This is an optimization exercise on Yosys and OpenROAD, whose aim is small area, not a production implementation.
RTL that was checked went through simulation tests only; none was proved equivalent to the original.
Only the layout flow was run in run 3; the RTL was not checked for function there.
Power figures rest on the tool's default switching activity, not on a simulated workload.

<file path="flow/run.sh">
#!/bin/bash
set -euo pipefail
bash standard.sh \
  "BUFFER_PORTS_ARGS=-buffer_cell sky130_fd_sc_hd__buf_1" \
  "CTS_ARGS=-sink_clustering_enable -repair_clock_nets -buf_list sky130_fd_sc_hd__clkbuf_4 -dont_use_dummy_load" \
  finish > standard.log 2>&1
</file>
<file path="standard.sh">
#!/bin/bash
# synth_recipe.tcl (not shown) runs the flow's synth.tcl, then flattens the netlist and writes it again
# the make line also repeats each setting of config.mk as NAME=value (left out here)
make -C /OpenROAD-flow-scripts/flow DESIGN_CONFIG=/design/flow/config.mk WORK_HOME=/design/flow/orfs CLKGATE_MAP_FILE= SYNTH_SCRIPT=/design/flow/synth_recipe.tcl "${@:-finish}"
</file>
<file path="config.mk">
export PLATFORM = sky130hd
export DESIGN_NAME = top_led_controller
export DESIGN_NICKNAME = top_led_controller
export VERILOG_FILES = /design/flow/design.v
export SDC_FILE = /design/flow/constraint.sdc
export NUM_CORES = 4
export LEC_CHECK = 0
export CAP_MARGIN = 20
export CORE_MARGIN = 2
export CORE_UTILIZATION = 75
export PLACE_DENSITY = 0.85
export SLEW_MARGIN = 20
</file>
<file path="constraint.sdc">
create_clock -name core_clock -period 10.0 [get_ports {clk}]
set_input_delay 2.0000 -clock core_clock [delete_from_list [all_inputs] [get_ports {clk}]]
set_output_delay 2.0000 -clock core_clock [all_outputs]
set_load 0.01 [all_outputs]
</file>
<file path="design.v">
module cnt_decimal_0_30 (
    input  wire        clk,
    input  wire        rst,          
    input  wire        key_s2,       
    output wire [7:0]  cnt_out       
);
localparam [19:0] TERM = 20'b01111000101011110100;
localparam [19:0] PRE2 = 20'b01111100010101111010;
reg [19:0] div;
wire       tick = (div == TERM);
always @(posedge clk or posedge rst) begin
    if (rst) div <= PRE2;
    else     div <= {div[18:0], div[19] ^ div[2] ^ tick};
end
reg run_flag;
reg prev_key_s2;
always @(posedge clk or posedge rst) begin
    if (rst)
        run_flag <= 1'b1;
    else if (key_s2 & ~prev_key_s2)
        run_flag <= ~run_flag;
end
always @(posedge clk) prev_key_s2 <= key_s2;
reg [1:0] tens;
reg [3:0] ones;
assign cnt_out = {2'b00, tens, ones};
function [4:0] bcd_inc;
    input [3:0] q;
    input       en;
    reg         e0;
    begin
        e0 = en & q[0];
        bcd_inc[0] = q[0] ^ en;
        bcd_inc[1] = q[1] ^ (e0 & ~q[3]);
        bcd_inc[2] = q[2] ^ (e0 & q[1]);
        bcd_inc[3] = q[3] ^ (e0 & (q[3] | (q[1] & q[2])));
        bcd_inc[4] = e0 & q[3];
    end
endfunction
wire       step   = tick & run_flag;
wire       wrap   = step & tens[1] & tens[0];
wire [4:0] ones_n = bcd_inc(ones, step & ~wrap);
always @(posedge clk or posedge rst) begin
    if (rst) begin
        tens <= 2'd0;
        ones <= 4'd0;
    end else begin
        tens <= {tens[1] ^ ((ones_n[4] & tens[0]) | wrap), tens[0] ^ (ones_n[4] | wrap)};
        ones <= ones_n[3:0];
    end
end
endmodule
module cnt_s3_no_debounce (
    input  wire        clk,
    input  wire        rst,          
    input  wire        inc,          
    output reg [7:0]   cnt_out       
);
function [4:0] bcd_inc;
    input [3:0] q;
    input       en;
    reg         e0;
    begin
        e0 = en & q[0];
        bcd_inc[0] = q[0] ^ en;
        bcd_inc[1] = q[1] ^ (e0 & ~q[3]);
        bcd_inc[2] = q[2] ^ (e0 & q[1]);
        bcd_inc[3] = q[3] ^ (e0 & (q[3] | (q[1] & q[2])));
        bcd_inc[4] = e0 & q[3];
    end
endfunction
wire [4:0] ones_n = bcd_inc(cnt_out[3:0], inc);
wire [4:0] tens_n = bcd_inc(cnt_out[7:4], ones_n[4]);
always @(posedge clk or posedge rst) begin
    if (rst) cnt_out <= 8'h00;
    else     cnt_out <= {tens_n[3:0], ones_n[3:0]};
end
endmodule
module cnt_s3_with_debounce (
    input  wire        clk,
    input  wire        rst,          
    input  wire        inc,          
    output reg [7:0]   cnt_out       
);
function [4:0] bcd_inc;
    input [3:0] q;
    input       en;
    reg         e0;
    begin
        e0 = en & q[0];
        bcd_inc[0] = q[0] ^ en;
        bcd_inc[1] = q[1] ^ (e0 & ~q[3]);
        bcd_inc[2] = q[2] ^ (e0 & q[1]);
        bcd_inc[3] = q[3] ^ (e0 & (q[3] | (q[1] & q[2])));
        bcd_inc[4] = e0 & q[3];
    end
endfunction
wire [4:0] ones_n = bcd_inc(cnt_out[3:0], inc);
wire [4:0] tens_n = bcd_inc(cnt_out[7:4], ones_n[4]);
always @(posedge clk or posedge rst) begin
    if (rst) cnt_out <= 8'h00;
    else     cnt_out <= {tens_n[3:0], ones_n[3:0]};
end
endmodule
module key_debounce_15ms (
    input  wire        clk,
    input  wire        rst,          
    input  wire        key_in,       
    output reg         key_out,
    output reg         rise_pulse,
    output wire        raw_rise
);
localparam [20:0] START = 21'b011000101000111001100;
reg [3:0]  sync_key;
localparam [20:0] MASK = 21'h155555;
reg [20:0] cnt_s;
wire [20:0] cnt = cnt_s ^ MASK;
reg        prev_key_out;
wire differ = sync_key[3] ^ key_out;
wire at_max = &cnt[20:1];
assign raw_rise = sync_key[0] & ~sync_key[1];
always @(posedge clk or posedge rst) begin
    if (rst) begin
        sync_key     <= 4'd0;
        key_out      <= 1'b0;
        rise_pulse   <= 1'b0;
    end else begin
        sync_key     <= {sync_key[2:0], key_in};
        if (at_max)
            key_out  <= sync_key[3];
        rise_pulse   <= key_out & ~prev_key_out;
    end
end
always @(posedge clk) begin
    cnt_s        <= (differ ? {cnt[19:0], (cnt[20] ^ cnt[1]) | at_max} : START) ^ MASK;
    prev_key_out <= key_out;
end
endmodule
module led_ctrl_unit (
    input  wire        clk,
    input  wire        rst,          
    input  wire        display_en,   
    input  wire [31:0] display,      
    output wire [7:0]  led_en,       
    output wire [7:0]  led_cx        
);
localparam [17:0] TERM = 18'b000010111111010001;
localparam [17:0] INIT = 18'b110000111000111001;
reg [17:0] div;
wire       step = (div == TERM);
always @(posedge clk or posedge rst) begin
    if (rst) div <= INIT;
    else     div <= {div[16:0], div[17] ^ div[6] ^ step};
end
reg [2:0] bit_cnt;
always @(posedge clk or posedge rst) begin
    if (rst)       bit_cnt <= 3'd0;
    else         bit_cnt <= bit_cnt ^ {step & bit_cnt[1] & bit_cnt[0], step & bit_cnt[0], step};
end
reg rst_q;
reg en_q;
always @(posedge clk or posedge rst) begin
    if (rst) rst_q <= 1'b1;
    else     rst_q <= 1'b0;
end
always @(posedge clk) en_q <= display_en;
function [7:0] seg_table;
    input [3:0] d;
    begin
        case (d)
            4'd0: seg_table = 8'h03;
            4'd1: seg_table = 8'h9F;
            4'd2: seg_table = 8'h25;
            4'd3: seg_table = 8'h0D;
            4'd4: seg_table = 8'h99;
            4'd5: seg_table = 8'h49;
            4'd6: seg_table = 8'h41;
            4'd7: seg_table = 8'h1F;
            4'd8: seg_table = 8'h01;
            4'd9: seg_table = 8'h09;
            default: seg_table = 8'hFF;
        endcase
    end
endfunction
wire [7:0] sel = 8'h01 << bit_cnt;
reg  [3:0] digit;
integer i;
always @(*) begin
    digit = 4'd0;
    for (i = 0; i < 8; i = i + 1)
        digit = digit | ({4{sel[i]}} & display[4*i +: 4]);
end
assign led_en = rst_q ? 8'h00 : (en_q ? ~sel : 8'hFF);
assign led_cx = rst_q ? 8'hFD : (en_q ? seg_table(digit) : 8'hFF);
endmodule
module top_led_controller (
    input  wire        clk,          
    input  wire        rst,          
    input  wire        key_s2,       
    input  wire        key_s3,       
    input  wire        sw0,          
    output wire [7:0]  led_en,       
    output wire [7:0]  led_cx        
);
parameter STUDENT_ID_TEN = 4'h5;
parameter STUDENT_ID_ONE = 4'h0;
wire [7:0]  cnt_s3_no_deb_out;
wire [7:0]  cnt_s3_deb_out;
wire [7:0]  cnt_dec_0_30_out;
wire        key_s3_deb_rise;
wire        key_s3_raw_rise;
wire        key_s2_deb_out;
wire [31:0] display = {
    STUDENT_ID_TEN, STUDENT_ID_ONE,
    cnt_s3_no_deb_out, cnt_s3_deb_out, cnt_dec_0_30_out
};
led_ctrl_unit u_led_ctrl_unit (
    .clk(clk), .rst(rst), .display_en(sw0), .display(display),
    .led_en(led_en), .led_cx(led_cx)
);
key_debounce_15ms u_key_debounce_15ms_for_key_3 (
    .clk(clk), .rst(rst), .key_in(key_s3),
    .key_out(), .rise_pulse(key_s3_deb_rise), .raw_rise(key_s3_raw_rise)
);
key_debounce_15ms u_key_debounce_15ms_for_key_2 (
    .clk(clk), .rst(rst), .key_in(key_s2),
    .key_out(key_s2_deb_out), .rise_pulse(), .raw_rise()
);
cnt_s3_no_debounce u_cnt_s3_no_debounce (
    .clk(clk), .rst(rst), .inc(key_s3_raw_rise), .cnt_out(cnt_s3_no_deb_out)
);
cnt_s3_with_debounce u_cnt_s3_with_debounce (
    .clk(clk), .rst(rst), .inc(key_s3_deb_rise), .cnt_out(cnt_s3_deb_out)
);
cnt_decimal_0_30 u_cnt_decimal_0_30 (
    .clk(clk), .rst(rst), .key_s2(key_s2_deb_out), .cnt_out(cnt_dec_0_30_out)
);
endmodule
</file>
==> out/results.tsv, run 1 <==
stage	metric	value	unit
outcome	status	timing/DRC/antenna clean	
power_and_ir_drop	p_int	0.6117	mW
sta	fin_tns_setup	0	ns
finish	multi_input_area	0.001388	mm2
synth	synth-simple-area-share	14.72	%
synth	synth_compound_area_share	5.061	%
worst_setup_path	ff2ff_path_depth	8	
synth	synthAdderAreaFrac	3.200	%
power_and_ir_drop	leakage	1.921	nW
route	dr.pass1.iters	5	
power_and_ir_drop	ir_worst_vdd	0.0001372	V
synth	synthMuxAreaShare	4.654	%
route	routed_wl	6634	um
synth	synth_xor_area_share	4.276	%
synth	syn_inst	338	
job	drv_cap	0	
cts	cts-htree-levels	4	
cts	cts_setup_buffers	0	
worst_setup_path	critPathCaptureType	output port	
cts	clk_latency	0.49	ns
synth	yosysMostFrequentCell	dfrtp_1	
global_route	grt_util_all_layers	23.97	%
sta	finalMaxSlewViolations	0	
cts	clkSinkCount	121	
power_and_ir_drop	swShare	22.64	%
cts	clockBufferDepth	2	
route	drt-initial-drc-count	157	
sta	worst_slew_margin_rel	33.61	%
sta	rsz0062_at_grt	no	
synth	yosys.area.top_type	dfrtp_1	
power_and_ir_drop	netSwitchingPower	0.1790	mW
sta	min_period_over_period	48.99	%
power_and_ir_drop	power_frac_clock	27.1	%
route	drc_errors	0	
cts	numCtsBuffers	17	
floorplanning	initial_core_util	78.12	%
worst_setup_path	critPathRequiredTime	8.00	ns
cts	hold_buffers	0	
global_route	grt_overflow_total	0	
floorplanning	io_pins	21	
floorplanning	core	0.005507	mm2
worst_setup_path	path_max_fanout	16	
cts	cts_resized	0	
hold_path	hold_depth	0	
floorplanning	die_x	79.74	um
hold_path	hold_class	reg2reg	
worst_setup_path	path_class	reg2out	
sta	fmax	204.1	MHz
route	via_per_inst	5.790	
global_route	antenna_found_initial	0	
sta	setup_viol	0	
synth	yosysWarnings	5	
global_route	grt_pass1_vias	2457	
finish	drive_gt1_share	15.85	%
synth	ys_seq_area_share	65.82	%
synth	avgSynthCellArea	12.73	um2
synth	synth_top_area_share	30.83	%
placement	dpl_cell_area	0.004408	mm2
synth	syn_area	0.004302	mm2
route	vias	2536	
synth	async_flop_share	62.81	%
placement	dp_hpwl	4348	um
worst_setup_path	arrival	2.90	ns
cts	clk_pin_slew	0.09	ns
synth	synth_common_cells	dfrtp_1 (53), dfxtp_1 (45), nor2_1 (34), nand2_1 (26), dfstp_2 (23)	
finish	syn2layout_area_growth	5.614	%
sta	finClkSkew	0.04275	ns
finish	fillers	327	
synth	synth-edff-count	0	
cts	cts-root-buf	clkbuf_4	
power_and_ir_drop	seqPwrFrac	67.3	%
worst_setup_path	start_kind	register	
synth	synth_top_family_by_area	simple AND/OR/NAND/NOR gates	
global_route	grt_pass1_wl	11280	um
placement	port_buffers	19	
floorplanning	num_rows	27	
sta	hold_viol	0	
finish	design_area	0.004543	mm2
placement	routabilityCongestion	0.7153	
cts	cts_tree	done	
power_and_ir_drop	powerDensity	174.0	mW/mm2
finish	regArea	0.002831	mm2
synth	synth_area_leaders	dfrtp_1 (31%), dfxtp_1 (21%), dfstp_2 (14%)	
synth	synthesis.nets	354	
synth	synth_top_flop_cell	dfrtp_1	
sta	min_period	4.899	ns
route	wl_per_cell	15.15	um
power_and_ir_drop	comb_power_share	5.6	%
floorplanning	die-area	0.006358	mm2
synth	yosysUniqueCellTypes	54	
route	ant_nets	0	
finish	fin_nets	384	
global_route	grt_max_degree	77	
synth	ys_ff_latch	121	
floorplanning	die_h	79.74	um
sta	tightest_slew	0.9888	ns
finish	antenna-diode-count	0	
placed cells by master (no fill, tap or decap), types with 7 or more instances in the layout:
master | synthesis | final
ha_1 | 11 | 11
clkbuf_4 | 0 | 17
mux2i_1 | 8 | 8
nand3_1 | 8 | 8
o21ai_0 | 8 | 8
nand2_1 | 26 | 26
dfrtp_1 | 53 | 53
dfxtp_1 | 45 | 45
buf_1 | 0 | 19
xnor2_1 | 18 | 17
dfstp_2 | 23 | 23
nand2b_1 | 11 | 11
nor2_1 | 34 | 34
a21oi_1 | 7 | 7
critical path, cell delays in order, from the launching register on:
cell,delay [ns]
dfrtp_1,0.72
mux4_2,0.34
inv_2,0.04
o21ai_2,0.33
clkinv_2,0.16
ha_1,0.23
or2_2,0.29
a31oi_1,0.17
buf_1,0.17
worst paths after layout:
check,startpoint,end,slack (ns)
min,u_key_debounce_15ms_for_key_3.sync_key[2],u_key_debounce_15ms_for_key_3.sync_key[3],0.35
min in group asynchronous,rst,u_cnt_decimal_0_30.div[0],1.76
max reg2reg,u_cnt_decimal_0_30.div[13],u_cnt_decimal_0_30.tens[1],7.68
min reg2reg,u_key_debounce_15ms_for_key_3.sync_key[2],u_key_debounce_15ms_for_key_3.sync_key[3],0.35
max,u_led_ctrl_unit.bit_cnt[0],led_cx[2],5.10
max in group asynchronous,rst,u_cnt_decimal_0_30.tens[0],7.64
power by group through the flow:
stage | sequential (mW) | clock (mW) | combinational (mW)
2_1_floorplan | 0.535 | 0 | 0.0365
3_3_place_gp | 0.540 | 0 | 0.0420
3_5_place_dp | 0.541 | 0 | 0.0449
4_1_cts | 0.532 | 0.222 | 0.0453
5_1_grt | 0.535 | 0.238 | 0.0496
6_report | 0.532 | 0.214 | 0.0442
cells by family after synthesis:
kind of cell / count (synthesis)
compound gates: 33
xor+xnor: 21
fa+ha+maj: 11
buf+inv: 16
flops: 121
mux: 16
other cells: 2
simple gates: 118
layout make-up:
| class | instances | area share [%] |
|---|---|---|
| well taps | 72 | 1.983 |
| flip-flops and latches | 121 | 62.32 |
| multi-input cells | 201 | 30.54 |
| inverters | 7 | 0.6059 |
| repair buffers | 20 | 1.735 |
| clock buffers | 17 | 2.809 |
metal layers:
layer / routed length (um) / vias to the layer above / GRT usage, %
met5: 0 / - / 0
met4: 101 / 0 / 12.54
met3: 290 / 11 / 6.787
met2: 3131 / 64 / 35.63
met1: 3112 / 1248 / 32.53
li1: - / 1213 / -
flip-flops by register name, indices dropped and copies added, names as in the netlist:
signal                                      count
u_led_ctrl_unit.rst_q                           1
u_cnt_decimal_0_30.ones                         4
u_key_debounce_15ms_for_key_2.sync_key          4
u_key_debounce_15ms_for_key_3.cnt_s            21
u_led_ctrl_unit.en_q                            1
u_key_debounce_15ms_for_key_3.sync_key          4
u_cnt_decimal_0_30.div                         20
u_key_debounce_15ms_for_key_3.key_out           1
u_cnt_s3_with_debounce.cnt_out                  8
u_cnt_decimal_0_30.run_flag                     1
u_led_ctrl_unit.bit_cnt                         3
u_key_debounce_15ms_for_key_3.prev_key_out      1
u_key_debounce_15ms_for_key_3.rise_pulse        1
u_cnt_decimal_0_30.prev_key_s2                  1
u_key_debounce_15ms_for_key_2.key_out           1
u_key_debounce_15ms_for_key_2.cnt_s            21
u_cnt_s3_no_debounce.cnt_out                    8
u_cnt_decimal_0_30.tens                         2
u_led_ctrl_unit.div                            18
per-stage QoR:
step                      utilization [%]  power, mW  hold slack, ns  instances  setup slack (ns)
final                               82.50     0.7907          0.3538        438             5.101
after global placement              80.05     0.5824          0.3336        421             5.669
after detailed placement            80.05     0.5863          0.3389        421             5.592
after floorplan                         -     0.5713          0.3312        338             5.959
after CTS                           82.37     0.7993          0.3575        438             5.075
after global routing                82.50     0.8231          0.3549        438             4.888
==> inputs of run 2 (changes only) <==
--- a/config.mk
+++ b/config.mk
@@ -9,4 +9,3 @@
 export CORE_MARGIN = 2
-export CORE_UTILIZATION = 75
-export PLACE_DENSITY = 0.85
+export CORE_UTILIZATION = 60
 export SLEW_MARGIN = 20
==> out/results.tsv, run 2 <==
stage	metric	value	unit	change
worst_setup_path	arrival	2.89	ns	was 2.90 ns
sta	min_period_over_period	48.86	%	was 48.99%
synth	yosys.area.top_type	dfrtp_1		unchanged
floorplanning	num_rows	30		was 27
synth	synthMuxAreaShare	4.654	%	unchanged
synth	syn_area	0.004302	mm2	unchanged
cts	cts_resized	0		unchanged
synth	yosysWarnings	5		unchanged
worst_setup_path	start_kind	register		unchanged
cts	cts-htree-levels	4		unchanged
synth	synth_xor_area_share	4.276	%	unchanged
worst_setup_path	critPathCaptureType	output port		unchanged
placement	dp_hpwl	4106	um	was 4348 um
global_route	grt_pass1_wl	10580	um	was 11280 um
sta	finalHoldWorstSlack	0.3314	ns	was 0.3538 ns
worst_setup_path	path_cells	mux4_2 -> mux2i_1 -> ha_1 -> inv_1 -> a21boi_0 -> o21ai_0 -> buf_1		was mux4_2 -> inv_2 -> o21ai_2 -> clkinv_2 -> ha_1 -> or2_2 -> a31oi_1 -> buf_1
hold_path	hold_class	reg2reg		unchanged
sta	finClkSkew	0.04817	ns	was 0.04275 ns
synth	ys_ff_latch	121		unchanged
job	drv_cap	0		unchanged
placement	dpl.cell_count	445		was 421
synth	synth_common_cells	dfrtp_1 (53), dfxtp_1 (45), nor2_1 (34), nand2_1 (26), dfstp_2 (23)		unchanged
synth	synthAdderAreaFrac	3.200	%	unchanged
finish	drive_gt1_share	15.57	%	was 15.85%
finish	fin_nets	384		unchanged
synth	synth-edff-count	0		unchanged
floorplanning	io_pins	21		unchanged
worst_setup_path	path_class	reg2out		unchanged
synth	async_flop_share	62.81	%	unchanged
sta	hold_viol	0		unchanged
cts	numCtsBuffers	17		unchanged
cts	cts_setup_buffers	0		unchanged
floorplanning	core	0.006869	mm2	was 0.005507 mm2
placement	routabilityCongestion	0.7885		was 0.7153
finish	fillers	549		was 327
global_route	grt_pass1_vias	2331		was 2457
route	wl_per_cell	13.17	um	was 15.15 um
route	drt-initial-drc-count	70		was 157
synth	avgSynthCellArea	12.73	um2	unchanged
global_route	grt_max_degree	77		unchanged
route	routed_wl	6086	um	was 6634 um
global_route	grt_overflow_total	0		unchanged
finish	largestRegisters	u_key_debounce_15ms_for_key_2.cnt_s (21), u_key_debounce_15ms_for_key_3.cnt_s (21), u_cnt_decimal_0_30.div (20)		unchanged
finish	final_common_cell	dfrtp_1		unchanged
finish	stdcell_count	462		was 438
worst_setup_path	slowest_stage	dfrtp_1		unchanged
finish	multi_input_area	0.001380	mm2	was 0.001388 mm2
sta	finalMaxSlewViolations	0		unchanged
floorplanning	initial_core_util	62.62	%	was 78.12%
global_route	grt_util_all_layers	18.07	%	was 23.97%
synth	synthesis.nets	354		unchanged
sta	fin_tns_setup	0	ns	unchanged
route	drc_errors	0		unchanged
sta	min_period	4.886	ns	was 4.899 ns
placement	dpl_cell_area	0.004438	mm2	was 0.004408 mm2
worst_setup_path	critPathMaxStageDelay	0.72	ns	about the same
floorplanning	die_h	88.67	um	was 79.74 um
power_and_ir_drop	leakage	1.917	nW	was 1.921 nW
synth	synth-simple-area-share	14.72	%	unchanged
power_and_ir_drop	powerDensity	172.6	mW/mm2	was 174.0 mW/mm2
cts	clockBufferDepth	2		unchanged
cts	cts_tree	done		unchanged
synth	yosysMostFrequentCell	dfrtp_1		unchanged
placement	port_buffers	19		unchanged
route	vias	2376		was 2536
floorplanning	die_x	88.67	um	was 79.74 um
outcome	status	timing/DRC/antenna clean		unchanged
sta	worst_slew_margin_rel	32.83	%	was 33.61%
synth	ys_seq_area_share	65.82	%	unchanged
finish	finish.utilization	66.47	%	was 82.50%
sta	rsz0062_at_grt	no		unchanged
global_route	antenna_found_initial	0		unchanged
finish	antenna-diode-count	0		unchanged
synth	synth_area_leaders	dfrtp_1 (31%), dfxtp_1 (21%), dfstp_2 (14%)		unchanged
synth	yosysUniqueCellTypes	54		unchanged
floorplanning	die-area	0.007862	mm2	was 0.006358 mm2
synth	synth_top_family_by_area	simple AND/OR/NAND/NOR gates		unchanged
finish	syn2layout_area_growth	6.137	%	was 5.614%
synth	synth_top_flop_cell	dfrtp_1		unchanged
synth	synth_compound_area_share	5.061	%	unchanged
synth	synth_top_area_share	30.83	%	unchanged
route	dr.pass1.iters	4		was 5
sta	setup_viol	0		unchanged
finish	mostFrequentLayoutCells	dfrtp_1 (53), dfxtp_1 (45), nor2_1 (34), nand2_1 (26), dfstp_2 (23)		unchanged
finish	design_area	0.004566	mm2	was 0.004543 mm2
worst_setup_path	critPathRequiredTime	8.00	ns	about the same
finish	regArea	0.002831	mm2	unchanged
sta	tightest_slew	1.000	ns	was 0.9888 ns
worst_setup_path	path_max_fanout	16		unchanged
cts	cts-root-buf	clkbuf_4		unchanged
cts	clk_pin_slew	0.12	ns	was 0.09 ns
route	via_per_inst	5.143		was 5.790
cts	clk_latency	0.49	ns	about the same
power_and_ir_drop	ir_worst_vdd	0.0001264	V	was 0.0001372 V
route	ant_nets	0		unchanged
cts	clkSinkCount	121		unchanged
sta	fmax	204.7	MHz	was 204.1 MHz
cts	hold_buffers	0		unchanged
synth	syn_inst	338		unchanged
## run 2: cell counts after synthesis
No cell type changed its count.
## run 2: metrics by stage
stage               setup WS, ns  power (mW)
floorplan                  5.959      0.5713
global placement           5.671      0.5839
detailed placement         5.565      0.5847
CTS                        5.054      0.7993
global route               4.855      0.8329
finish                     5.114      0.7882
## run 2: worst max-delay path, delay by kind of cell (launching register included)
kind / cells / cell delay, ns
buffers and inverters: 2 / 0.22
AO/OA/AOI/OAI: 2 / 0.23
flip-flops: 1 / 0.72
adder cells (fa/ha/maj): 1 / 0.32
multiplexers: 2 / 0.95
## run 2: metal layers
metal	vias to the layer above	track usage, %	wire length (um)
li1	1198	-	-
met1	1139	24.66	3096
met2	30	26.53	2705
met3	9	6.157	193
met4	0	7.851	91
met5	-	0	0
## run 2: power by group
group	switching (mW)	internal [mW]
Clock	0.137	0.0778
Sequential	0.0192	0.512
Combinational	0.0207	0.0218
Total	0.177	0.612
## run 2: logic make-up after synthesis
family                     after synthesis
AOI/OAI and AO/OA                       33
xor gates and xnor gates                21
adders and majority gates               11
buffers and inverters                   16
DFF                                    121
muxes                                   16
other                                    2
and+or+nand+nor                        118
## run 2: final cells by class
type                    instances  share of cell area [%]
clock buffers                  17                   2.795
well taps                      96                   2.631
repair buffers                 20                   1.726
multi-input cells             201                   30.23
flip-flops and latches        121                   62.02
inverters                       7                  0.6029
## run 2: final timing paths
kind,cells after the start,slack [ns],end,start
setup / recovery,7,5.11,led_cx[6],u_led_ctrl_unit.bit_cnt[0]
hold / removal,1,0.33,u_key_debounce_15ms_for_key_2.cnt_s[10],u_key_debounce_15ms_for_key_2.cnt_s[9]
setup reg to reg,8,7.75,u_cnt_decimal_0_30.tens[1],u_cnt_decimal_0_30.div[13]
hold reg to reg,1,0.33,u_key_debounce_15ms_for_key_2.cnt_s[10],u_key_debounce_15ms_for_key_2.cnt_s[9]
max in group asynchronous,3,7.62,u_cnt_s3_with_debounce.cnt_out[5],rst
min in group asynchronous,3,1.78,u_key_debounce_15ms_for_key_2.key_out,rst
==> inputs of run 3 (changes only) <==
--- a/design.v
+++ b/design.v
@@ -3,2 +3,3 @@
     input  wire        rst,          
+    input  wire        init,         
     input  wire        key_s2,       
@@ -7,9 +8,9 @@
 localparam [19:0] TERM = 20'b01111000101011110100;
-localparam [19:0] PRE2 = 20'b01111100010101111010;
-reg [19:0] div;
-wire       tick = (div == TERM);
-always @(posedge clk or posedge rst) begin
-    if (rst) div <= PRE2;
-    else     div <= {div[18:0], div[19] ^ div[2] ^ tick};
-end
+localparam [19:0] PRE1 = 20'b11111000101011110100;
+localparam [19:0] MASK = 20'haaaaa;
+reg  [19:0] div_s;
+wire [19:0] div  = div_s ^ MASK;
+wire        tick = (div == TERM) & ~init;
+always @(posedge clk)
+    div_s <= (init ? PRE1 : {div[18:0], div[19] ^ div[2] ^ tick}) ^ MASK;
 reg run_flag;
@@ -143,2 +144,3 @@
     input  wire [31:0] display,      
+    output wire        init,         
     output wire [7:0]  led_en,       
@@ -147,9 +149,11 @@
 localparam [17:0] TERM = 18'b000010111111010001;
-localparam [17:0] INIT = 18'b110000111000111001;
-reg [17:0] div;
-wire       step = (div == TERM);
-always @(posedge clk or posedge rst) begin
-    if (rst) div <= INIT;
-    else     div <= {div[16:0], div[17] ^ div[6] ^ step};
-end
+reg rst_q;
+assign init = rst_q;
+localparam [17:0] LOAD = 18'b100001110001110011;
+localparam [17:0] MASK = 18'h2aaaa;
+reg  [17:0] div_s;
+wire [17:0] div  = div_s ^ MASK;
+wire        step = (div == TERM) & ~rst_q;
+always @(posedge clk)
+    div_s <= (rst_q ? LOAD : {div[16:0], div[17] ^ div[6] ^ step}) ^ MASK;
 reg [2:0] bit_cnt;
@@ -159,3 +163,2 @@
 end
-reg rst_q;
 reg en_q;
@@ -212,2 +215,3 @@
 wire        key_s2_deb_out;
+wire        init;
 wire [31:0] display = {
@@ -217,3 +221,3 @@
 led_ctrl_unit u_led_ctrl_unit (
-    .clk(clk), .rst(rst), .display_en(sw0), .display(display),
+    .clk(clk), .rst(rst), .display_en(sw0), .display(display), .init(init),
     .led_en(led_en), .led_cx(led_cx)
@@ -235,4 +239,4 @@
 cnt_decimal_0_30 u_cnt_decimal_0_30 (
-    .clk(clk), .rst(rst), .key_s2(key_s2_deb_out), .cnt_out(cnt_dec_0_30_out)
-);
-endmodule
+    .clk(clk), .rst(rst), .init(init), .key_s2(key_s2_deb_out), .cnt_out(cnt_dec_0_30_out)
+);
+endmodule
--- a/config.mk
+++ b/config.mk
@@ -9,3 +9,4 @@
 export CORE_MARGIN = 2
-export CORE_UTILIZATION = 60
+export CORE_UTILIZATION = 75
+export PLACE_DENSITY = 0.85
 export SLEW_MARGIN = 20
==> out/results.tsv, run 3 <==
stage	metric	value	unit	change
finish	antenna-diode-count	0		unchanged
hold_path	hold_start	u_key_debounce_15ms_for_key_2.sync_key[0]		was u_key_debounce_15ms_for_key_2.cnt_s[9]
sta	fin_tns_setup	0	ns	unchanged
floorplanning	core	0.005574	mm2	was 0.006869 mm2
route	wl_per_cell	14.26	um	was 13.17 um
synth	synth-edff-count	0		unchanged
synth	ys_ff_latch	121		unchanged
sta	worst_slew_margin_rel	30.39	%	was 32.83%
synth	yosysWarnings	5		unchanged
worst_setup_path	reg2reg_slack	7.69	ns	was 7.75 ns
worst_setup_path	start_kind	register		unchanged
worst_setup_path	ff2ff_path_depth	10		was 8
power_and_ir_drop	powerDensity	178.2	mW/mm2	was 172.6 mW/mm2
power_and_ir_drop	swShare	23.24	%	was 22.41%
global_route	grt_pass1_vias	2648		was 2331
floorplanning	num_rows	27		was 30
power_and_ir_drop	p_int	0.6216	mW	was 0.6116 mW
synth	async_flop_share	31.40	%	was 62.81%
cts	hold_buffers	0		unchanged
floorplanning	die-area	0.006471	mm2	was 0.007862 mm2
finish	fillers	349		was 549
sta	tightest_slew	1.037	ns	was 1.000 ns
power_and_ir_drop	power_frac_clock	26.7	%	was 27.2%
finish	drive_gt1_share	8.434	%	was 15.57%
synth	synth_top_area_share	37.91	%	was 30.83%
sta	setup_viol	0		unchanged
global_route	antenna_found_initial	0		unchanged
synth	synth_area_leaders	dfxtp_1 (38%), dfrtp_1 (21%), nand2b_1 (4.3%)		was dfrtp_1 (31%), dfxtp_1 (21%), dfstp_2 (14%)
worst_setup_path	path_max_fanout	18		was 16
global_route	grt_util_all_layers	24.12	%	was 18.07%
power_and_ir_drop	comb_power_share	6.2	%	was 5.4%
synth	yosysMostFrequentCell	dfxtp_1		was dfrtp_1
sta	rsz0062_at_grt	no		unchanged
synth	yosys.area.top_type	dfxtp_1		was dfrtp_1
global_route	grt_pass1_wl	11630	um	was 10580 um
cts	numCtsBuffers	17		unchanged
cts	clk_pin_slew	0.08	ns	was 0.12 ns
power_and_ir_drop	netSwitchingPower	0.1882	mW	was 0.1767 mW
sta	fmax	199.5	MHz	was 204.7 MHz
sta	min_period	5.012	ns	was 4.886 ns
worst_setup_path	arrival	3.01	ns	was 2.89 ns
hold_path	hold-path-endpoint	u_key_debounce_15ms_for_key_2.sync_key[1]		was u_key_debounce_15ms_for_key_2.cnt_s[10]
global_route	grt_max_degree	49		was 77
finish	fin_nets	434		was 384
synth	syn_inst	393		was 338
sta	finalHoldWorstSlack	0.3484	ns	was 0.3314 ns
synth	avgSynthCellArea	11.15	um2	was 12.73 um2
synth	synthesis.nets	410		was 354
floorplanning	io_pins	21		unchanged
route	dr.pass1.iters	4		unchanged
power_and_ir_drop	ir_worst_vdd	0.0001320	V	was 0.0001264 V
floorplanning	initial_core_util	78.63	%	was 62.62%
route	vias	2705		was 2376
cts	clk_latency	0.49	ns	about the same
finish	mostFrequentLayoutCells	dfxtp_1 (83), nor2_1 (50), dfrtp_1 (36), nand2_1 (35), nand2b_1 (30)		was dfrtp_1 (53), dfxtp_1 (45), nor2_1 (34), nand2_1 (26), dfstp_2 (23)
cts	cts_resized	0		unchanged
route	drc_errors	0		unchanged
route	via_per_inst	5.554		was 5.143
placement	dp_hpwl	4778	um	was 4106 um
finish	final_common_cell	dfxtp_1		was dfrtp_1
job	drv_cap	0		unchanged
outcome	status	timing/DRC/antenna clean		unchanged
sta	hold_viol	0		unchanged
route	drt-initial-drc-count	118		was 70
synth	syn_area	0.004383	mm2	was 0.004302 mm2
synth	synth_top_flop_cell	dfxtp_1		was dfrtp_1
global_route	grt_overflow_total	0		unchanged
placement	routabilityCongestion	0.7454		was 0.7885
route	ant_nets	0		unchanged
route	routed_wl	6944	um	was 6086 um
cts	cts_setup_buffers	0		unchanged
worst_setup_path	r2r_end	u_cnt_decimal_0_30.tens[0]		was u_cnt_decimal_0_30.tens[1]
synth	yosysUniqueCellTypes	60		was 54
finish	syn2layout_area_growth	3.711	%	was 6.137%
cts	clkSinkCount	121		unchanged
worst_setup_path	path_class	reg2out		unchanged
power_and_ir_drop	seqPwrFrac	67.1	%	was 67.4%
power_and_ir_drop	leakage	1.928	nW	was 1.917 nW
worst_setup_path	critPathRequiredTime	8.00	ns	about the same
synth	ys_seq_area_share	59.66	%	was 65.82%
sta	finClkSkew	0.03317	ns	was 0.04817 ns
sta	finalMaxSlewViolations	0		unchanged
worst_setup_path	critPathCaptureType	output port		unchanged
floorplanning	die_h	80.45	um	was 88.67 um
hold_path	hold_class	reg2reg		unchanged
cts	cts_tree	done		unchanged
cts	cts-htree-levels	4		unchanged
cts	cts-root-buf	clkbuf_4		unchanged
floorplanning	die_x	80.45	um	was 88.67 um
worst_setup_path	reg2reg_from	u_led_ctrl_unit.rst_q		was u_cnt_decimal_0_30.div[13]
finish	largestRegisters	u_key_debounce_15ms_for_key_2.cnt_s (21), u_key_debounce_15ms_for_key_3.cnt_s (21), u_cnt_decimal_0_30.div_s (20)		was u_key_debounce_15ms_for_key_2.cnt_s (21), u_key_debounce_15ms_for_key_3.cnt_s (21), u_cnt_decimal_0_30.div (20)
hold_path	hold_depth	0		was 1
cts	clockBufferDepth	2		unchanged
placement	port_buffers	19		unchanged
synth	synth_common_cells	dfxtp_1 (83), nor2_1 (50), dfrtp_1 (36), nand2_1 (35), nand2b_1 (30)		was dfrtp_1 (53), dfxtp_1 (45), nor2_1 (34), nand2_1 (26), dfstp_2 (23)
sta	min_period_over_period	50.12	%	was 48.86%
[run 3: worst max-delay path by stage]
stage	from	to	slack, ns	cells past startpoint
after floorplan	u_led_ctrl_unit.bit_cnt[0]	led_cx[2]	5.81	9
after global placement	u_led_ctrl_unit.bit_cnt[0]	led_cx[2]	5.61	8
after detailed placement	u_led_ctrl_unit.bit_cnt[0]	led_cx[2]	5.48	8
after CTS	u_led_ctrl_unit.bit_cnt[0]	led_cx[2]	4.95	8
after global routing	u_led_ctrl_unit.bit_cnt[0]	led_cx[2]	4.62	8
final	u_led_ctrl_unit.bit_cnt[0]	led_cx[2]	4.99	8
[run 3: routing by layer]
metal	vias to the layer above	routed length, um	global-route usage [%]	share of wire (%)
met2	34	3318	37.58	48
li1	1357	-	-	-
met4	0	93	11.53	1.3
met5	-	0	0	0
met3	10	205	7.528	3.0
met1	1304	3325	30.71	48
[run 3: power groups by stage]
stage / clock network [mW] / logic [mW] / registers (mW)
3_3_place_gp: 0 / 0.0483 / 0.553
4_1_cts: 0.219 / 0.0511 / 0.543
2_1_floorplan: 0 / 0.0443 / 0.543
5_1_grt: 0.241 / 0.0585 / 0.548
3_5_place_dp: 0 / 0.0510 / 0.553
6_report: 0.216 / 0.0503 / 0.544
[run 3: per-stage QoR]
step	instances	utilization, %	cell area (um2)	setup slack [ns]	power [mW]
2_1_floorplan	393	-	4383	5.812	0.5875
3_3_place_gp	470	79.26	4418	5.610	0.6009
3_5_place_dp	470	79.26	4418	5.475	0.6044
4_1_cts	487	81.55	4546	4.946	0.8135
5_1_grt	487	81.55	4546	4.622	0.8477
6_report	487	81.55	4546	4.988	0.8098
[run 3: final cells by class]
class | instances | area [um2] | area share (%)
Sequential cell | 121 | 2615 | 57.53
Multi-Input combinational cell | 248 | 1599 | 35.18
Clock buffer | 17 | 127.6 | 2.808
Tap cell | 72 | 90.09 | 1.982
Timing Repair Buffer | 20 | 78.83 | 1.734
Inverter | 9 | 35.03 | 0.7707
[run 3: kinds of logic after synthesis]
logic type	share of synthesized area, %
simple gates	19.16
xor+xnor	3.997
fa+ha+maj	3.426
mux	3.197
other cells	0.1713
compound gates	6.538
buf+inv	3.854
flops	59.66
[run 3: critical path, stage by stage (launching register included)]
cell and delay [ns]:
dfrtp_1 0.71, mux4_1 0.37, inv_1 0.04, o21ai_0 0.34
inv_1 0.17, ha_1 0.25, or2_2 0.30, a31oi_1 0.17
buf_1 0.17
==> inputs of run 4 (changes only) <==
--- a/design.v
+++ b/design.v
@@ -3,3 +3,2 @@
     input  wire        rst,          
-    input  wire        init,         
     input  wire        key_s2,       
@@ -8,9 +7,9 @@
 localparam [19:0] TERM = 20'b01111000101011110100;
-localparam [19:0] PRE1 = 20'b11111000101011110100;
-localparam [19:0] MASK = 20'haaaaa;
-reg  [19:0] div_s;
-wire [19:0] div  = div_s ^ MASK;
-wire        tick = (div == TERM) & ~init;
-always @(posedge clk)
-    div_s <= (init ? PRE1 : {div[18:0], div[19] ^ div[2] ^ tick}) ^ MASK;
+localparam [19:0] PRE2 = 20'b01111100010101111010;
+reg [19:0] div;
+wire       tick = (div == TERM);
+always @(posedge clk or posedge rst) begin
+    if (rst) div <= PRE2;
+    else     div <= {div[18:0], div[19] ^ div[2] ^ tick};
+end
 reg run_flag;
@@ -144,3 +143,2 @@
     input  wire [31:0] display,      
-    output wire        init,         
     output wire [7:0]  led_en,       
@@ -149,11 +147,9 @@
 localparam [17:0] TERM = 18'b000010111111010001;
-reg rst_q;
-assign init = rst_q;
-localparam [17:0] LOAD = 18'b100001110001110011;
-localparam [17:0] MASK = 18'h2aaaa;
-reg  [17:0] div_s;
-wire [17:0] div  = div_s ^ MASK;
-wire        step = (div == TERM) & ~rst_q;
-always @(posedge clk)
-    div_s <= (rst_q ? LOAD : {div[16:0], div[17] ^ div[6] ^ step}) ^ MASK;
+localparam [17:0] INIT = 18'b110000111000111001;
+reg [17:0] div;
+wire       step = (div == TERM);
+always @(posedge clk or posedge rst) begin
+    if (rst) div <= INIT;
+    else     div <= {div[16:0], div[17] ^ div[6] ^ step};
+end
 reg [2:0] bit_cnt;
@@ -163,2 +159,3 @@
 end
+reg rst_q;
 reg en_q;
@@ -169,30 +166,16 @@
 always @(posedge clk) en_q <= display_en;
-function [7:0] seg_table;
-    input [3:0] d;
-    begin
-        case (d)
-            4'd0: seg_table = 8'h03;
-            4'd1: seg_table = 8'h9F;
-            4'd2: seg_table = 8'h25;
-            4'd3: seg_table = 8'h0D;
-            4'd4: seg_table = 8'h99;
-            4'd5: seg_table = 8'h49;
-            4'd6: seg_table = 8'h41;
-            4'd7: seg_table = 8'h1F;
-            4'd8: seg_table = 8'h01;
-            4'd9: seg_table = 8'h09;
-            default: seg_table = 8'hFF;
-        endcase
-    end
-endfunction
+wire [3:0] digit;
+wire [7:0] seg;
+assign seg[0] = 1'b1;
+assign seg[1] = (~digit[3] & ~digit[2] & ~digit[1]) | (digit[2] & digit[1] & digit[0]);
+assign seg[2] = (~digit[2] & digit[1]) | (digit[1] & digit[0]) | (~digit[3] & ~digit[2] & digit[0]);
+assign seg[3] = (digit[2] & ~digit[1]) | (digit[0]);
+assign seg[4] = (digit[2] & ~digit[1] & ~digit[0]) | (digit[2] & digit[1] & digit[0]) | (~digit[3] & ~digit[2] & ~digit[1] & digit[0]);
+assign seg[5] = (~digit[2] & digit[1] & ~digit[0]);
+assign seg[6] = (digit[2] & digit[1] & ~digit[0]) | (digit[2] & ~digit[1] & digit[0]);
+assign seg[7] = (digit[2] & ~digit[1] & ~digit[0]) | (~digit[3] & ~digit[2] & ~digit[1] & digit[0]);
 wire [7:0] sel = 8'h01 << bit_cnt;
-reg  [3:0] digit;
-integer i;
-always @(*) begin
-    digit = 4'd0;
-    for (i = 0; i < 8; i = i + 1)
-        digit = digit | ({4{sel[i]}} & display[4*i +: 4]);
-end
+assign digit = display[{bit_cnt, 2'b00} +: 4];
 assign led_en = rst_q ? 8'h00 : (en_q ? ~sel : 8'hFF);
-assign led_cx = rst_q ? 8'hFD : (en_q ? seg_table(digit) : 8'hFF);
+assign led_cx = rst_q ? 8'hFD : (en_q ? seg : 8'hFF);
 endmodule
@@ -215,3 +198,2 @@
 wire        key_s2_deb_out;
-wire        init;
 wire [31:0] display = {
@@ -221,3 +203,3 @@
 led_ctrl_unit u_led_ctrl_unit (
-    .clk(clk), .rst(rst), .display_en(sw0), .display(display), .init(init),
+    .clk(clk), .rst(rst), .display_en(sw0), .display(display),
     .led_en(led_en), .led_cx(led_cx)
@@ -239,4 +221,4 @@
 cnt_decimal_0_30 u_cnt_decimal_0_30 (
-    .clk(clk), .rst(rst), .init(init), .key_s2(key_s2_deb_out), .cnt_out(cnt_dec_0_30_out)
-);
-endmodule
+    .clk(clk), .rst(rst), .key_s2(key_s2_deb_out), .cnt_out(cnt_dec_0_30_out)
+);
+endmodule
--- a/flow/run.sh
+++ b/flow/run.sh
@@ -5,2 +5,3 @@
   "CTS_ARGS=-sink_clustering_enable -repair_clock_nets -buf_list sky130_fd_sc_hd__clkbuf_4 -dont_use_dummy_load" \
+  "RECOVER_POWER=100" \
   finish > standard.log 2>&1
==> out/results.tsv, run 4 <==
stage	metric	value	unit	change
floorplanning	initial_core_util	76.42	%	was 78.63%
worst_setup_path	slowest_stage	clkbuf_1		was dfrtp_1
sta	fin_ws	4.869	ns	was 4.988 ns
worst_setup_path	critPathCaptureType	asynchronous set/reset pin		was output port
outcome	status	failed layout checks		was timing/DRC/antenna clean
synth	synth-edff-count	0		unchanged
sta	rsz0062_at_grt	no		unchanged
floorplanning	die_h	78.45	um	was 80.45 um
sta	min_period	5.131	ns	was 5.012 ns
sta	tightest_slew	3.818	ns	was 1.037 ns
finish	antenna-diode-count	0		unchanged
synth	yosysMostFrequentCell	dfrtp_1		was dfxtp_1
worst_setup_path	path_cells	buf_1 -> clkinv_1 -> clkbuf_1		was mux4_1 -> inv_1 -> o21ai_0 -> inv_1 -> ha_1 -> or2_2 -> a31oi_1 -> buf_1
cts	numCtsBuffers	17		unchanged
floorplanning	num_rows	27		unchanged
placement	dpl.cell_count	410		was 470
global_route	grt_pass1_vias	2521		was 2648
synth	yosys.area.top_type	dfrtp_1		was dfxtp_1
outcome	check-failures	capacitance limit, slew limit		
sta	min_period_over_period	51.31	%	was 50.12%
synth	avgSynthCellArea	12.75	um2	was 11.15 um2
route	drc_errors	0		unchanged
synth	ys_seq_area_share	68.12	%	was 59.66%
route	wl_per_cell	15.65	um	was 14.26 um
power_and_ir_drop	powerDensity	179.6	mW/mm2	was 178.2 mW/mm2
worst_setup_path	reg2reg_slack	7.98	ns	was 7.69 ns
cts	clkSinkCount	121		unchanged
route	vias	2502		was 2705
sta	fin_tns_setup	0	ns	unchanged
cts	cts_resized	0		unchanged
finish	regArea	0.002831	mm2	was 0.002615 mm2
finish	mostFrequentLayoutCells	dfrtp_1 (53), dfxtp_1 (45), nor2_1 (33), nand2_1 (30), buf_1 (19)		was dfxtp_1 (83), nor2_1 (50), dfrtp_1 (36), nand2_1 (35), nand2b_1 (30)
cts	clk_latency	0.50	ns	was 0.49 ns
sta	finalMaxSlewViolations	77		was 0
sta	finClkSkew	0.04255	ns	was 0.03317 ns
synth	syn_area	0.004156	mm2	was 0.004383 mm2
worst_setup_path	path_max_fanout	76		was 18
placement	dp_hpwl	4462	um	was 4778 um
global_route	antenna_found_initial	0		unchanged
cts	cts-htree-levels	4		unchanged
finish	stdcell_count	427		was 487
synth	ys_ff_latch	121		unchanged
floorplanning	die-area	0.006154	mm2	was 0.006471 mm2
synth	synthesis.nets	337		was 410
synth	syn_inst	326		was 393
finish	fillers	322		was 349
worst_setup_path	critPathMaxStageDelay	2.68	ns	was 0.71 ns
finish	largestRegisters	u_key_debounce_15ms_for_key_2.cnt_s (21), u_key_debounce_15ms_for_key_3.cnt_s (21), u_cnt_decimal_0_30.div (20)		was u_key_debounce_15ms_for_key_2.cnt_s (21), u_key_debounce_15ms_for_key_3.cnt_s (21), u_cnt_decimal_0_30.div_s (20)
finish	multi_input_area	0.001234	mm2	was 0.001599 mm2
sta	setup_viol	0		unchanged
worst_setup_path	start_kind	input pin		was register
placement	preCtsSetupSlack	5.887	ns	was 5.475 ns
power_and_ir_drop	leakage	1.861	nW	was 1.928 nW
worst_setup_path	path_class	in2async		was reg2out
route	drt-initial-drc-count	124		was 118
synth	synth_top_flop_cell	dfrtp_1		was dfxtp_1
worst_setup_path	critPathRequiredTime	9.69	ns	was 8.00 ns
route	ant_nets	0		unchanged
cts	clk_pin_slew	0.09	ns	was 0.08 ns
synth	yosysUniqueCellTypes	54		was 60
cts	cts_setup_buffers	0		unchanged
sta	worst_slew_margin_rel	-154.5	%	was 30.39%
synth	synth_top_area_share	31.91	%	was 37.91%
finish	drive_gt1_share	9.577	%	was 8.434%
placement	routabilityCongestion	0.8057		was 0.7454
cts	cts_tree	done		unchanged
synth	synth_area_leaders	dfrtp_1 (32%), dfxtp_1 (22%), dfstp_2 (15%)		was dfxtp_1 (38%), dfrtp_1 (21%), nand2b_1 (4.3%)
power_and_ir_drop	ir_worst_vdd	0.0001264	V	was 0.0001320 V
placement	port_buffers	19		unchanged
finish	fin_nets	368		was 434
global_route	grt_util_all_layers	25.61	%	was 24.12%
route	via_per_inst	5.859		was 5.554
job	drv_cap	1		was 0
synth	yosysWarnings	5		unchanged
cts	hold_buffers	0		unchanged
sta	fmax	194.9	MHz	was 199.5 MHz
route	dr.pass1.iters	5		was 4
finish	final_common_cell	dfrtp_1		was dfxtp_1
synth	async_flop_share	62.81	%	was 31.40%
route	routed_wl	6681	um	was 6944 um
finish	finish.utilization	80.40	%	was 81.55%
finish	syn2layout_area_growth	5.208	%	was 3.711%
synth	synth_common_cells	dfrtp_1 (53), dfxtp_1 (45), nor2_1 (32), nand2_1 (30), dfstp_2 (23)		was dfxtp_1 (83), nor2_1 (50), dfrtp_1 (36), nand2_1 (35), nand2b_1 (30)
global_route	grt_max_degree	77		was 49
hold_path	hold_class	reg2reg		unchanged
floorplanning	core	0.005439	mm2	was 0.005574 mm2
cts	clockBufferDepth	2		unchanged
worst_setup_path	arrival	4.82	ns	was 3.01 ns
global_route	grt_overflow_total	0		unchanged
global_route	grt_pass1_wl	11800	um	was 11630 um
cts	cts-root-buf	clkbuf_4		unchanged
floorplanning	io_pins	21		unchanged
sta	hold_viol	0		unchanged
floorplanning	die_x	78.45	um	was 80.45 um
[run 4: metal layers]
layer	track usage [%]	part of all wire (%)	wire (um)
met5	0	0	0
met4	11.75	1.5	101
met3	8.276	4.6	307
met2	38.79	47	3125
met1	34.21	47	3146
[run 4: final timing paths]
kind	end	startpoint	cells after the start
worst max-delay path	u_cnt_s3_with_debounce.cnt_out[5]	rst	3
worst min register to register	u_led_ctrl_unit.div[17]	u_led_ctrl_unit.div[16]	0
min in group asynchronous	u_key_debounce_15ms_for_key_2.sync_key[1]	rst	3
worst min-delay path	u_led_ctrl_unit.div[17]	u_led_ctrl_unit.div[16]	0
worst max register to register	u_cnt_decimal_0_30.ones[3]	u_cnt_decimal_0_30.div[17]	7
max in group core_clock	led_cx[4]	u_led_ctrl_unit.bit_cnt[0]	5
[run 4: area by class of cell]
class	count	share of cell area, %
sequential	121	64.75
multi-input combinational	193	28.21
clock buffer	17	2.918
tap	72	2.060
timing repair buffer	20	1.717
inverter	4	0.3433
[run 4: worst max-delay path: cells and delay by family]
kind / cells / cell delay (ns)
buffers and inverters: 3 / 2.79
[run 4: kinds of logic (layout without fill, tap and decap cells)]
| logic type | count (synthesis) | count (layout) | synth area share, % |
|---|---|---|---|
| AO/OA/AOI/OAI | 37 | 37 | 6.171 |
| adder cells (fa/ha/maj) | 6 | 6 | 1.806 |
| XOR/XNOR | 22 | 22 | 4.636 |
| AND/OR/NAND/NOR | 116 | 116 | 14.54 |
| flip-flops | 121 | 121 | 68.12 |
| other | 2 | 2 | 0.1807 |
| multiplexers | 10 | 10 | 2.799 |
| buffers and inverters | 12 | 41 | 1.746 |
[run 4: through the flow]
stage	total power [mW]	hold slack (ns)	instance area (um2)
finish	0.7852	0.3496	4373
global route	0.8201	0.3447	4373
CTS	0.7937	0.3461	4395
detailed placement	0.5834	0.3449	4268
global placement	0.5792	0.3319	4268
floorplan	0.5669	0.3312	4156
[run 4: where the power goes]
part | switching, mW | total [mW] | internal [mW] | leakage, nW
logic | 0.0221 | 0.0396 | 0.0175 | 0.455
clock network | 0.135 | 0.212 | 0.0775 | 0.0782
registers | 0.0217 | 0.533 | 0.512 | 1.33
==> inputs of run 5 (changes only) <==
--- a/flow/run.sh
+++ b/flow/run.sh
@@ -5,3 +5,2 @@
   "CTS_ARGS=-sink_clustering_enable -repair_clock_nets -buf_list sky130_fd_sc_hd__clkbuf_4 -dont_use_dummy_load" \
-  "RECOVER_POWER=100" \
   finish > standard.log 2>&1
==> out/results.tsv, run 5 <==
stage	metric	value	unit	change
sta	rsz0062_at_grt	no		unchanged
cts	cts-root-buf	clkbuf_4		unchanged
placement	routabilityCongestion	0.8057		unchanged
floorplanning	initial_core_util	76.42	%	unchanged
sta	finClkSkew	0.04331	ns	was 0.04255 ns
sta	finalMaxSlewViolations	0		was 77
global_route	grt_overflow_total	0		unchanged
synth	synth_top_area_share	31.91	%	unchanged
finish	finish.utilization	80.95	%	was 80.40%
global_route	grt_util_all_layers	25.61	%	unchanged
power_and_ir_drop	seqPwrFrac	67.9	%	about the same
synth	synth_xor_area_share	4.636	%	unchanged
cts	clkSinkCount	121		unchanged
synth	synth_compound_area_share	6.171	%	unchanged
worst_setup_path	reg2reg_slack	8.02	ns	was 7.98 ns
worst_setup_path	critPathRequiredTime	8.00	ns	was 9.69 ns
route	drc_errors	0		unchanged
floorplanning	die_x	78.45	um	unchanged
route	drt-initial-drc-count	144		was 124
synth	synthMuxAreaShare	2.800	%	unchanged
finish	design_area	0.004403	mm2	was 0.004373 mm2
power_and_ir_drop	swShare	22.73	%	was 22.74%
sta	setup_viol	0		unchanged
synth	ys_ff_latch	121		unchanged
sta	worst_slew_margin_rel	32.71	%	was -154.5%
finish	drive_gt1_share	14.65	%	was 9.577%
route	wl_per_cell	15.59	um	was 15.65 um
floorplanning	num_rows	27		unchanged
synth	ys_seq_area_share	68.12	%	unchanged
sta	fin_tns_setup	0	ns	unchanged
power_and_ir_drop	power	0.7860	mW	was 0.7852 mW
route	vias	2475		was 2502
global_route	grt_max_degree	77		unchanged
worst_setup_path	critPathCaptureType	output port		was asynchronous set/reset pin
synth	async_flop_share	62.81	%	unchanged
cts	clk_latency	0.50	ns	about the same
finish	fin_nets	368		unchanged
floorplanning	io_pins	21		unchanged
finish	fillers	314		was 322
synth	synth-simple-area-share	14.54	%	unchanged
route	dr.pass1.iters	4		was 5
placement	dpl_cell_area	0.004268	mm2	unchanged
cts	cts_setup_buffers	0		unchanged
placement	port_buffers	19		unchanged
cts	clockBufferDepth	2		unchanged
worst_setup_path	path_class	reg2out		was in2async
route	routed_wl	6657	um	was 6681 um
cts	numCtsBuffers	17		unchanged
sta	hold_viol	0		unchanged
sta	fmax	216.1	MHz	was 194.9 MHz
worst_setup_path	path_max_fanout	17		was 76
synth	synthesis.nets	337		unchanged
finish	stdcell_count	427		unchanged
sta	finalHoldWorstSlack	0.3452	ns	was 0.3496 ns
power_and_ir_drop	ir_worst_vdd	0.0001260	V	was 0.0001264 V
cts	hold_buffers	0		unchanged
route	via_per_inst	5.796		was 5.859
finish	multi_input_area	0.001260	mm2	was 0.001234 mm2
cts	cts-htree-levels	4		unchanged
power_and_ir_drop	power_frac_clock	27.0	%	about the same
cts	cts_resized	0		unchanged
synth	avgSynthCellArea	12.75	um2	unchanged
global_route	antenna_found_initial	0		unchanged
synth	synthAdderAreaFrac	1.806	%	unchanged
synth	yosys.area.top_type	dfrtp_1		unchanged
floorplanning	core	0.005439	mm2	unchanged
finish	final_common_cell	dfrtp_1		unchanged
power_and_ir_drop	netSwitchingPower	0.1787	mW	was 0.1785 mW
synth	synth-edff-count	0		unchanged
finish	largestRegisters	u_key_debounce_15ms_for_key_2.cnt_s (21), u_key_debounce_15ms_for_key_3.cnt_s (21), u_cnt_decimal_0_30.div (20)		unchanged
global_route	grt_pass1_wl	11800	um	unchanged
power_and_ir_drop	comb_power_share	5.1	%	was 5.0%
power_and_ir_drop	powerDensity	178.5	mW/mm2	was 179.6 mW/mm2
synth	yosysWarnings	5		unchanged
global_route	grt_pass1_vias	2521		unchanged
finish	regArea	0.002831	mm2	unchanged
placement	preCtsSetupSlack	5.887	ns	unchanged
finish	antenna-diode-count	0		unchanged
sta	min_period_over_period	46.27	%	was 51.31%
sta	min_period	4.627	ns	was 5.131 ns
cts	clk_pin_slew	0.09	ns	about the same
sta	fin_ws	5.373	ns	was 4.869 ns
power_and_ir_drop	leakage	1.874	nW	was 1.861 nW
hold_path	hold_class	reg2reg		unchanged
placement	dpl.cell_count	410		unchanged
synth	synth_top_flop_cell	dfrtp_1		unchanged
placement	dp_hpwl	4462	um	unchanged
floorplanning	die-area	0.006154	mm2	unchanged
job	drv_cap	0		was 1
finish	mostFrequentLayoutCells	dfrtp_1 (53), dfxtp_1 (45), nor2_1 (32), nand2_1 (30), dfstp_2 (23)		was dfrtp_1 (53), dfxtp_1 (45), nor2_1 (33), nand2_1 (30), buf_1 (19)
power_and_ir_drop	p_int	0.6073	mW	was 0.6066 mW
worst_setup_path	arrival	2.63	ns	was 4.82 ns
synth	syn_area	0.004156	mm2	unchanged
synth	synth_top_family_by_area	simple AND/OR/NAND/NOR gates		unchanged
synth	synth_area_leaders	dfrtp_1 (32%), dfxtp_1 (22%), dfstp_2 (15%)		unchanged
finish	syn2layout_area_growth	5.930	%	was 5.208%
sta	tightest_slew	1.002	ns	was 3.818 ns
route	ant_nets	0		unchanged
outcome	status	timing/DRC/antenna clean		was failed layout checks
synth	syn_inst	326		unchanged
floorplanning	die_h	78.45	um	unchanged
cts	cts_tree	done		unchanged
worst_setup_path	start_kind	register		was input pin
synth	yosysUniqueCellTypes	54		unchanged
synth	synth_common_cells	dfrtp_1 (53), dfxtp_1 (45), nor2_1 (32), nand2_1 (30), dfstp_2 (23)		unchanged
synth	yosysMostFrequentCell	dfrtp_1		unchanged
[run 5: per-layer routing]
metal / vias up / track usage, % / part of all wire [%]
met3: 8 / 8.276 / 4.6
met2: 73 / 38.79 / 47
li1: 1174 / - / -
met4: 0 / 11.75 / 1.2
met5: - / 0 / 0
met1: 1220 / 34.21 / 47
[run 5: power groups by stage]
stage / Clock, mW / Combinational (mW) / Sequential (mW)
finish: 0.212 / 0.0399 / 0.534
global route: 0.237 / 0.0465 / 0.537
CTS: 0.219 / 0.0407 / 0.534
detailed placement: 0 / 0.0405 / 0.543
global placement: 0 / 0.0377 / 0.541
floorplan: 0 / 0.0320 / 0.535
[run 5: cell families after synthesis]
kind of cell | Yosys count
AO/OA/AOI/OAI | 37
XOR/XNOR | 22
adder cells (fa/ha/maj) | 6
buffers and inverters | 12
flip-flops | 121
multiplexers | 10
other | 2
AND/OR/NAND/NOR | 116
[run 5: area by class of cell]
cell class / instances / share of cell area [%]
tap: 72 / 2.046
clock buffer: 17 / 2.899
sequential: 121 / 64.31
multi-input combinational: 193 / 28.62
inverter: 4 / 0.3410
timing repair buffer: 20 / 1.790
[run 5: path summary, 6_finish.rpt]
kind / startpoint / to / cells past startpoint
max: u_led_ctrl_unit.bit_cnt[0] / led_cx[4] / 5
min: u_led_ctrl_unit.div[16] / u_led_ctrl_unit.div[17] / 0
max reg2reg: u_cnt_decimal_0_30.div[17] / u_cnt_decimal_0_30.ones[3] / 7
min reg2reg: u_led_ctrl_unit.div[16] / u_led_ctrl_unit.div[17] / 0
max in group asynchronous: rst / u_cnt_s3_with_debounce.cnt_out[7] / 3
min in group asynchronous: rst / u_key_debounce_15ms_for_key_3.rise_pulse / 3
[run 5: worst max-delay path, stage by stage (launching register included)]
cell	delay, ns
dfrtp_1	0.76
mux4_2	0.62
a21oi_4	0.26
xnor2_1	0.14
o211ai_1	0.20
buf_1	0.17

## separate check: timing with driven ports
Ports are ideal in the flow. The routed layouts listed here were re-timed in OpenROAD. Step 1 assumes that a clkbuf_16 drives the clock port and a buf_2 every other input. Step 2 moves the port delays by t, midway between the first and last clock arrival at a register: inputs arrive t later, outputs are due t later. That takes back most of the time a late clock gives input paths. a / b / c = ideal ports / drivers / drivers and shift; a / b = the first two.
run	shift t [ns]	slack for setup (ns)	slew at the worst register clock pin (ns)
run 1	0.498	5.101 / 5.072 / 5.570	0.10 / 0.10
run 2	0.488	5.114 / 5.085 / 5.573	0.12 / 0.12
run 3	0.508	4.988 / 4.958 / 5.467	0.11 / 0.11
run 4	0.509	4.869 / 4.872 / 4.363	0.11 / 0.11
run 5	0.504	5.373 / 5.346 / 5.850	0.11 / 0.11
The setup slack of run 4, which loses most, moves by +0.003 ns with the drivers and by -0.506 ns with both steps. Setup slack includes reset recovery checks.
